Context: an optimization exercise on an open-source flow, tuned for small area and a short achievable clock period. The choices shown serve that exercise and are no tape-out recipe.
The RTL was checked by simulation tests, not by an equivalence proof against the original design.

## system
module system(input clk,
              input reset,
              input key_ready,
              input make,
              input ext,
              input [7:0] key_input,
              output [4:0] befor,
              output [4:0] after,
              output [4:0] shift0,
              output [4:0] shift1,
              output [4:0] shift2,
              output [2:0] type0,
              output [2:0] type1,
              output [2:0] type2,
              input increase_shift_or_type,
              input increase0,
              input increase1,
              input increase2,
              input [4:0] history_raddr,
              output [7:0] history_dout);
==> flow/config.mk <==
export PLATFORM = sky130hd
export DESIGN_NAME = system
export DESIGN_NICKNAME = system
export VERILOG_FILES = /design/flow/design.v
export SDC_FILE = /design/flow/constraint.sdc
export NUM_CORES = 4
export LEC_CHECK = 0
export CAP_MARGIN = 20
export CORE_MARGIN = 2
export CORE_UTILIZATION = 40
export SLEW_MARGIN = 20
==> flow/constraint.sdc <==
create_clock -name core_clock -period 48.0 [get_ports {clk}]
set_input_delay 9.6000 -clock core_clock [delete_from_list [all_inputs] [get_ports {clk}]]
set_output_delay 9.6000 -clock core_clock [all_outputs]
set_load 0.01 [all_outputs]
standard.sh (not shown) runs the stock make flow with config.mk's settings and CLKGATE_MAP_FILE= SYNTH_SCRIPT=/design/flow/synth_recipe.tcl, a recipe that flattens the netlist after the stock synthesis.
==> flow/flow/run.sh <==
#!/bin/bash
# Layout flow: the standard ORFS flow (standard.sh) with
#  - a stronger, area-oriented ABC script in synthesis (flow/abc_area.script,
#    without ABC's own buffering and sizing, left to the placer's repair,
#    and with no adder-cell mapping (ADDER_MAP_FILE empty), so that all the
#    arithmetic goes through ABC with the rest of the logic;
#    used through a copy of the ORFS scripts folder; nothing else changes),
#  - plain buffers (buf_1) as the port buffers,
#  - CTS with clkbuf_16 in clusters of up to 30 flip-flops within 120 um and no dummy loads,
#  - repair_timing asked for a larger setup margin, so that it also speeds up
#    the combinational history read path (history_raddr -> history_dout).
# Each tool's output goes to the ORFS logs under orfs/logs; make's to flow_run.log.
set -euo pipefail
W=$PWD
rm -rf "$W/scripts_own"
cp -r "$FLOW_HOME/scripts" "$W/scripts_own"
cp "$W/flow/abc_area.script" "$W/scripts_own/abc_area.script"
export BUFFER_PORTS_ARGS="-buffer_cell sky130_fd_sc_hd__buf_1"
export CTS_ARGS="-sink_clustering_enable -repair_clock_nets -buf_list sky130_fd_sc_hd__clkbuf_16 -dont_use_dummy_load -sink_clustering_size 30 -sink_clustering_max_diameter 120"
export SETUP_SLACK_MARGIN=0
bash standard.sh SCRIPTS_DIR="$W/scripts_own" ABC_AREA=1 ADDER_MAP_FILE= finish > "$W/flow_run.log" 2>&1
==> flow/flow/abc_area.script <==
strash
&get -n
&deepsyn -T 120
&put
dch
amap -F 3
topo
Next try:
==> flow/flow/run.sh (replaced) <==
#!/bin/bash
# Layout flow: the standard ORFS flow (standard.sh) with
#  - a stronger, area-oriented ABC script in synthesis (flow/abc_area.script,
#    without ABC's own buffering and sizing, left to the placer's repair;
#    used through a copy of the ORFS scripts folder; nothing else changes),
#  - plain buffers (buf_1) as the port buffers,
#  - CTS with clkbuf_16 in clusters of up to 30 flip-flops and no dummy loads,
#  - repair_timing asked for a larger setup margin, so that it also speeds up
#    the combinational history read path (history_raddr -> history_dout).
# Each tool's output goes to the ORFS logs under orfs/logs; make's to flow_run.log.
set -euo pipefail
W=$PWD
rm -rf "$W/scripts_own"
cp -r "$FLOW_HOME/scripts" "$W/scripts_own"
cp "$W/flow/abc_area.script" "$W/scripts_own/abc_area.script"
export BUFFER_PORTS_ARGS="-buffer_cell sky130_fd_sc_hd__buf_1"
export CTS_ARGS="-sink_clustering_enable -repair_clock_nets -buf_list sky130_fd_sc_hd__clkbuf_16 -dont_use_dummy_load -sink_clustering_size 30 -sink_clustering_max_diameter 80"
export SETUP_SLACK_MARGIN=26.4
bash standard.sh SCRIPTS_DIR="$W/scripts_own" ABC_AREA=1 finish > "$W/flow_run.log" 2>&1
Outcome: Routed wire length came out higher by 19%. Synthesized area came out higher by 8.4%. Critical path depth came out lower by 1. Register-to-register slack gains 1300 ps. Final area came out higher by 14%.
Next try:
--- a/flow/flow/run.sh
+++ b/flow/flow/run.sh
@@ -2,5 +2,4 @@
 # Layout flow: the standard ORFS flow (standard.sh) with
 #  - a stronger, area-oriented ABC script in synthesis (flow/abc_area.script,
-#    without ABC's own buffering and sizing, left to the placer's repair;
 #    used through a copy of the ORFS scripts folder; nothing else changes),
 #  - plain buffers (buf_1) as the port buffers,
@@ -16,4 +15,4 @@
 export BUFFER_PORTS_ARGS="-buffer_cell sky130_fd_sc_hd__buf_1"
 export CTS_ARGS="-sink_clustering_enable -repair_clock_nets -buf_list sky130_fd_sc_hd__clkbuf_16 -dont_use_dummy_load -sink_clustering_size 30 -sink_clustering_max_diameter 80"
-export SETUP_SLACK_MARGIN=26.4
+export SETUP_SLACK_MARGIN=26.1
 bash standard.sh SCRIPTS_DIR="$W/scripts_own" ABC_AREA=1 finish > "$W/flow_run.log" 2>&1
==> flow/flow/abc_area.script (replaced) <==
strash
&get -n
&deepsyn -T 120
&put
dch
amap -F 3
topo
stime -c
buffer -c
upsize -c
dnsize -c
CORE_UTILIZATION = 65   (was 40)
After rerunning: Routed wire length shrinks by 5.8%. First-iteration DRC count grows by 78%. Count of clock-buffer cells in the layout stays the same. Synthesized cell count grows by 1.8%. Via count grows by 7.3%. Sequential share of layout area grows by 2.0 points. Final area shrinks by 4.5%. Global-route usage grows by 14 points. Cell count shrinks by 9.8%.
Next try:
==> flow/flow/run.sh (replaced) <==
#!/bin/bash
# Layout flow: the standard ORFS flow (standard.sh) with
#  - a stronger, area-oriented ABC script in synthesis (flow/abc_area.script,
#    without ABC's own buffering and sizing, left to the placer's repair;
#    used through a copy of the ORFS scripts folder; nothing else changes),
#  - plain buffers (buf_1) as the port buffers,
#  - CTS with clkbuf_16 in clusters of up to 30 flip-flops within 120 um and no dummy loads,
#  - repair_timing asked for a larger setup margin, so that it also speeds up
#    the combinational history read path (history_raddr -> history_dout).
# Each tool's output goes to the ORFS logs under orfs/logs; make's to flow_run.log.
set -euo pipefail
W=$PWD
rm -rf "$W/scripts_own"
cp -r "$FLOW_HOME/scripts" "$W/scripts_own"
cp "$W/flow/abc_area.script" "$W/scripts_own/abc_area.script"
export BUFFER_PORTS_ARGS="-buffer_cell sky130_fd_sc_hd__buf_1"
export CTS_ARGS="-sink_clustering_enable -repair_clock_nets -buf_list sky130_fd_sc_hd__clkbuf_16 -dont_use_dummy_load -sink_clustering_size 30 -sink_clustering_max_diameter 120"
export SETUP_SLACK_MARGIN=26.1
bash standard.sh SCRIPTS_DIR="$W/scripts_own" ABC_AREA=1 finish > "$W/flow_run.log" 2>&1
==> flow/flow/abc_area.script (replaced) <==
strash
&get -n
&deepsyn -T 120
&put
dch
amap -F 3
topo
CORE_UTILIZATION = 40   (was 65)
Outcome: Die area goes up by well over a third; critical path depth goes down by 2; global-route usage goes down by 14 points; via count goes down by a few percent; hold slack improves by 14 ps; final area goes up slightly; setup slack improves by 95 ps.
Next try:
==> flow/flow/run.sh (replaced) <==
#!/bin/bash
# Layout flow: the standard ORFS flow (standard.sh) with
#  - a stronger, area-oriented ABC script in synthesis (flow/abc_area.script,
#    without ABC's own buffering and sizing, left to the placer's repair,
#    and with no adder-cell mapping (ADDER_MAP_FILE empty), so that all the
#    arithmetic goes through ABC with the rest of the logic;
#    used through a copy of the ORFS scripts folder; nothing else changes),
#  - plain buffers (buf_1) as the port buffers,
#  - CTS with clkbuf_16 in clusters of up to 30 flip-flops and no dummy loads,
#  - repair_timing asked for a larger setup margin, so that it also speeds up
#    the combinational history read path (history_raddr -> history_dout).
# Each tool's output goes to the ORFS logs under orfs/logs; make's to flow_run.log.
set -euo pipefail
W=$PWD
rm -rf "$W/scripts_own"
cp -r "$FLOW_HOME/scripts" "$W/scripts_own"
cp "$W/flow/abc_area.script" "$W/scripts_own/abc_area.script"
export BUFFER_PORTS_ARGS="-buffer_cell sky130_fd_sc_hd__buf_1"
export CTS_ARGS="-sink_clustering_enable -repair_clock_nets -buf_list sky130_fd_sc_hd__clkbuf_16 -dont_use_dummy_load -sink_clustering_size 30 -sink_clustering_max_diameter 80"
export SETUP_SLACK_MARGIN=0
bash standard.sh SCRIPTS_DIR="$W/scripts_own" ABC_AREA=1 ADDER_MAP_FILE= finish > "$W/flow_run.log" 2>&1
What happened: The new run ran to the end with no violations. Critical path depth is higher by 2. Clock skew is lower by 9.1 ps. Worst setup slack is worse by 240 ps. Non-clock buffer count is higher by 3. Area after synthesis is lower by 7.8%.
Next try:
==> flow/flow/run.sh (replaced) <==
#!/bin/bash
# Layout flow: the standard ORFS flow (standard.sh) with
#  - a stronger, area-oriented ABC script in synthesis (flow/abc_area.script,
#    without ABC's own buffering and sizing, left to the placer's repair;
#    used through a copy of the ORFS scripts folder; nothing else changes),
#  - plain buffers (buf_1) as the port buffers,
#  - CTS with clkbuf_16 in clusters of up to 30 flip-flops and no dummy loads,
#  - repair_timing asked for a larger setup margin, so that it also speeds up
#    the combinational history read path (history_raddr -> history_dout).
# Each tool's output goes to the ORFS logs under orfs/logs; make's to flow_run.log.
set -euo pipefail
W=$PWD
rm -rf "$W/scripts_own"
cp -r "$FLOW_HOME/scripts" "$W/scripts_own"
cp "$W/flow/abc_area.script" "$W/scripts_own/abc_area.script"
export BUFFER_PORTS_ARGS="-buffer_cell sky130_fd_sc_hd__buf_1"
export CTS_ARGS="-sink_clustering_enable -repair_clock_nets -buf_list sky130_fd_sc_hd__clkbuf_16 -dont_use_dummy_load -sink_clustering_size 30 -sink_clustering_max_diameter 120"
export SETUP_SLACK_MARGIN=26.1
bash standard.sh SCRIPTS_DIR="$W/scripts_own" ABC_AREA=1 finish > "$W/flow_run.log" 2>&1
After rerunning: The new run completed with no timing, DRC or antenna violations. Routed wire length grows by about a fifth. Via count climbs by a few percent. Cell area came out higher by roughly a tenth. Global-route usage increases by 1.8 points. Setup slack improved by 240 ps. Register-to-register slack improves by 750 ps. Synthesized cell count rises by a few percent.

========
system again, from the RTL that the note above started with.
==> flow/config.mk <==
export PLATFORM = sky130hd
export DESIGN_NAME = system
export DESIGN_NICKNAME = system
export VERILOG_FILES = /design/flow/design.v
export SDC_FILE = /design/flow/constraint.sdc
export NUM_CORES = 4
export LEC_CHECK = 0
export CAP_MARGIN = 20
export CORE_MARGIN = 2
export CORE_UTILIZATION = 40
export SLEW_MARGIN = 20
==> flow/constraint.sdc <==
create_clock -name core_clock -period 48.0 [get_ports {clk}]
set_input_delay 9.6000 -clock core_clock [delete_from_list [all_inputs] [get_ports {clk}]]
set_output_delay 9.6000 -clock core_clock [all_outputs]
set_load 0.01 [all_outputs]
==> flow/flow/run.sh <==
#!/bin/bash
# Layout flow: the standard ORFS flow (standard.sh) with
#  - a stronger, area-oriented ABC script in synthesis (flow/abc_area.script,
#    without ABC's own buffering and sizing, left to the placer's repair,
#    and with no adder-cell mapping (ADDER_MAP_FILE empty), so that all the
#    arithmetic goes through ABC with the rest of the logic;
#    used through a copy of the ORFS scripts folder; nothing else changes),
#  - plain buffers (buf_1) as the port buffers,
#  - CTS with clkbuf_16 in clusters of up to 30 flip-flops within 120 um and no dummy loads,
#  - repair_timing asked for a larger setup margin, so that it also speeds up
#    the combinational history read path (history_raddr -> history_dout).
# Each tool's output goes to the ORFS logs under orfs/logs; make's to flow_run.log.
set -euo pipefail
W=$PWD
rm -rf "$W/scripts_own"
cp -r "$FLOW_HOME/scripts" "$W/scripts_own"
cp "$W/flow/abc_area.script" "$W/scripts_own/abc_area.script"
export BUFFER_PORTS_ARGS="-buffer_cell sky130_fd_sc_hd__buf_1"
export CTS_ARGS="-sink_clustering_enable -repair_clock_nets -buf_list sky130_fd_sc_hd__clkbuf_16 -dont_use_dummy_load -sink_clustering_size 30 -sink_clustering_max_diameter 120"
export SETUP_SLACK_MARGIN=26.1
bash standard.sh SCRIPTS_DIR="$W/scripts_own" ABC_AREA=1 ADDER_MAP_FILE= finish > "$W/flow_run.log" 2>&1
==> flow/flow/abc_area.script <==
strash
&get -n
&deepsyn -T 120
&put
dch
amap -F 3
topo
Edit:
==> flow/flow/run.sh (replaced) <==
#!/bin/bash
# Layout flow: the standard ORFS flow (standard.sh) with
#  - a stronger, area-oriented ABC script in synthesis (flow/abc_area.script,
#    used through a copy of the ORFS scripts folder; nothing else changes),
#  - plain buffers (buf_1) as the port buffers,
#  - CTS with clkbuf_16 in clusters of up to 30 flip-flops and no dummy loads,
#  - repair_timing asked for a larger setup margin, so that it also speeds up
#    the combinational history read path (history_raddr -> history_dout).
# Each tool's output goes to the ORFS logs under orfs/logs; make's to flow_run.log.
set -euo pipefail
W=$PWD
rm -rf "$W/scripts_own"
cp -r "$FLOW_HOME/scripts" "$W/scripts_own"
cp "$W/flow/abc_area.script" "$W/scripts_own/abc_area.script"
export BUFFER_PORTS_ARGS="-buffer_cell sky130_fd_sc_hd__buf_1"
export CTS_ARGS="-sink_clustering_enable -repair_clock_nets -buf_list sky130_fd_sc_hd__clkbuf_16 -dont_use_dummy_load -sink_clustering_size 30 -sink_clustering_max_diameter 80"
export SETUP_SLACK_MARGIN=26.1
bash standard.sh SCRIPTS_DIR="$W/scripts_own" ABC_AREA=1 finish > "$W/flow_run.log" 2>&1
==> flow/flow/abc_area.script (replaced) <==
strash
&get -n
&deepsyn -T 120
&put
dch
amap -F 3
topo
stime -c
buffer -c
upsize -c
dnsize -c
=> Register-to-register slack gains 380 ps; final area is higher by 7.5%; global-route usage is about the same; maximum frequency is about the same; non-clock buffer count is lower by 10; flip-flop and latch count is unchanged; synthesized area is higher by about 11%; utilization is lower by 2.0 points; critical path depth is lower by 1.
Edit:
--- a/flow/flow/run.sh
+++ b/flow/flow/run.sh
@@ -2,4 +2,7 @@
 # Layout flow: the standard ORFS flow (standard.sh) with
 #  - a stronger, area-oriented ABC script in synthesis (flow/abc_area.script,
+#    without ABC's own buffering and sizing, left to the placer's repair,
+#    and with no adder-cell mapping (ADDER_MAP_FILE empty), so that all the
+#    arithmetic goes through ABC with the rest of the logic;
 #    used through a copy of the ORFS scripts folder; nothing else changes),
 #  - plain buffers (buf_1) as the port buffers,
@@ -15,4 +18,4 @@
 export BUFFER_PORTS_ARGS="-buffer_cell sky130_fd_sc_hd__buf_1"
 export CTS_ARGS="-sink_clustering_enable -repair_clock_nets -buf_list sky130_fd_sc_hd__clkbuf_16 -dont_use_dummy_load -sink_clustering_size 30 -sink_clustering_max_diameter 80"
-export SETUP_SLACK_MARGIN=26.1
-bash standard.sh SCRIPTS_DIR="$W/scripts_own" ABC_AREA=1 finish > "$W/flow_run.log" 2>&1
+export SETUP_SLACK_MARGIN=25.8
+bash standard.sh SCRIPTS_DIR="$W/scripts_own" ABC_AREA=1 ADDER_MAP_FILE= finish > "$W/flow_run.log" 2>&1
==> flow/flow/abc_area.script (replaced) <==
strash
&get -n
&deepsyn -T 120
&put
dch
amap -F 3
topo
Result:
- final cell count shrinks by a few percent
- count of clock-buffer cells in the layout shrinks by 1
- worst setup slack degrades by 200 ps
Edit:
--- a/flow/flow/run.sh
+++ b/flow/flow/run.sh
@@ -2,7 +2,5 @@
 # Layout flow: the standard ORFS flow (standard.sh) with
 #  - a stronger, area-oriented ABC script in synthesis (flow/abc_area.script,
-#    without ABC's own buffering and sizing, left to the placer's repair,
-#    and with no adder-cell mapping (ADDER_MAP_FILE empty), so that all the
-#    arithmetic goes through ABC with the rest of the logic;
+#    without ABC's own buffering and sizing, left to the placer's repair;
 #    used through a copy of the ORFS scripts folder; nothing else changes),
 #  - plain buffers (buf_1) as the port buffers,
@@ -18,4 +16,4 @@
 export BUFFER_PORTS_ARGS="-buffer_cell sky130_fd_sc_hd__buf_1"
 export CTS_ARGS="-sink_clustering_enable -repair_clock_nets -buf_list sky130_fd_sc_hd__clkbuf_16 -dont_use_dummy_load -sink_clustering_size 30 -sink_clustering_max_diameter 80"
-export SETUP_SLACK_MARGIN=25.8
-bash standard.sh SCRIPTS_DIR="$W/scripts_own" ABC_AREA=1 ADDER_MAP_FILE= finish > "$W/flow_run.log" 2>&1
+export SETUP_SLACK_MARGIN=26.1
+bash standard.sh SCRIPTS_DIR="$W/scripts_own" ABC_AREA=1 finish > "$W/flow_run.log" 2>&1
=> Area after synthesis goes up by 8.4%; worst setup slack improved by 150 ps.

## re-timing with driven ports
How much do the figures lean on ideal ports? The routed layouts below were timed once more, with nothing changed but the port constraints. Step 1, drivers: a clkbuf_16 drives clk and a buf_2 each remaining input, both assumed. Step 2 times the ports against the registers' clock, not the clock port: input delays grow and output delays shrink by t, the midpoint of the rising clock arrivals with the driver on. a / b / c = ideal ports / drivers / drivers and shift; a / b = the first two.
run | t, ns | setup slack, ns | latest minus earliest clock arrival (ns)
the first run of note 1 | 0.510 | 25.928 / 25.906 / 25.457 | 0.050 / 0.050
the second run of note 1 | 0.505 | 26.424 / 26.384 / 26.384 | 0.079 / 0.080
the third run of note 1 | 0.510 | 26.092 / 26.070 / 26.003 | 0.090 / 0.090
the fourth run of note 1 | 0.494 | 26.188 / 26.156 / 26.104 | 0.094 / 0.094
the fifth run of note 1 | 0.500 | 25.951 / 25.929 / 25.455 | 0.084 / 0.084
the sixth run of note 1 | 0.494 | 26.188 / 26.156 / 26.104 | 0.094 / 0.094
the first run of note 2 | 0.512 | 26.236 / 26.210 / 26.210 | 0.054 / 0.053
the second run of note 2 | 0.499 | 26.244 / 26.217 / 26.207 | 0.081 / 0.080
the third run of note 2 | 0.498 | 26.040 / 26.014 / 26.014 | 0.083 / 0.083
the fourth run of note 2 | 0.504 | 26.194 / 26.162 / 26.107 | 0.094 / 0.094
After both steps setup and hold are still met in every run listed. For the fifth run of note 1, which loses most, drivers alone change the setup slack by -0.022 ns; drivers and shift together by -0.496 ns.
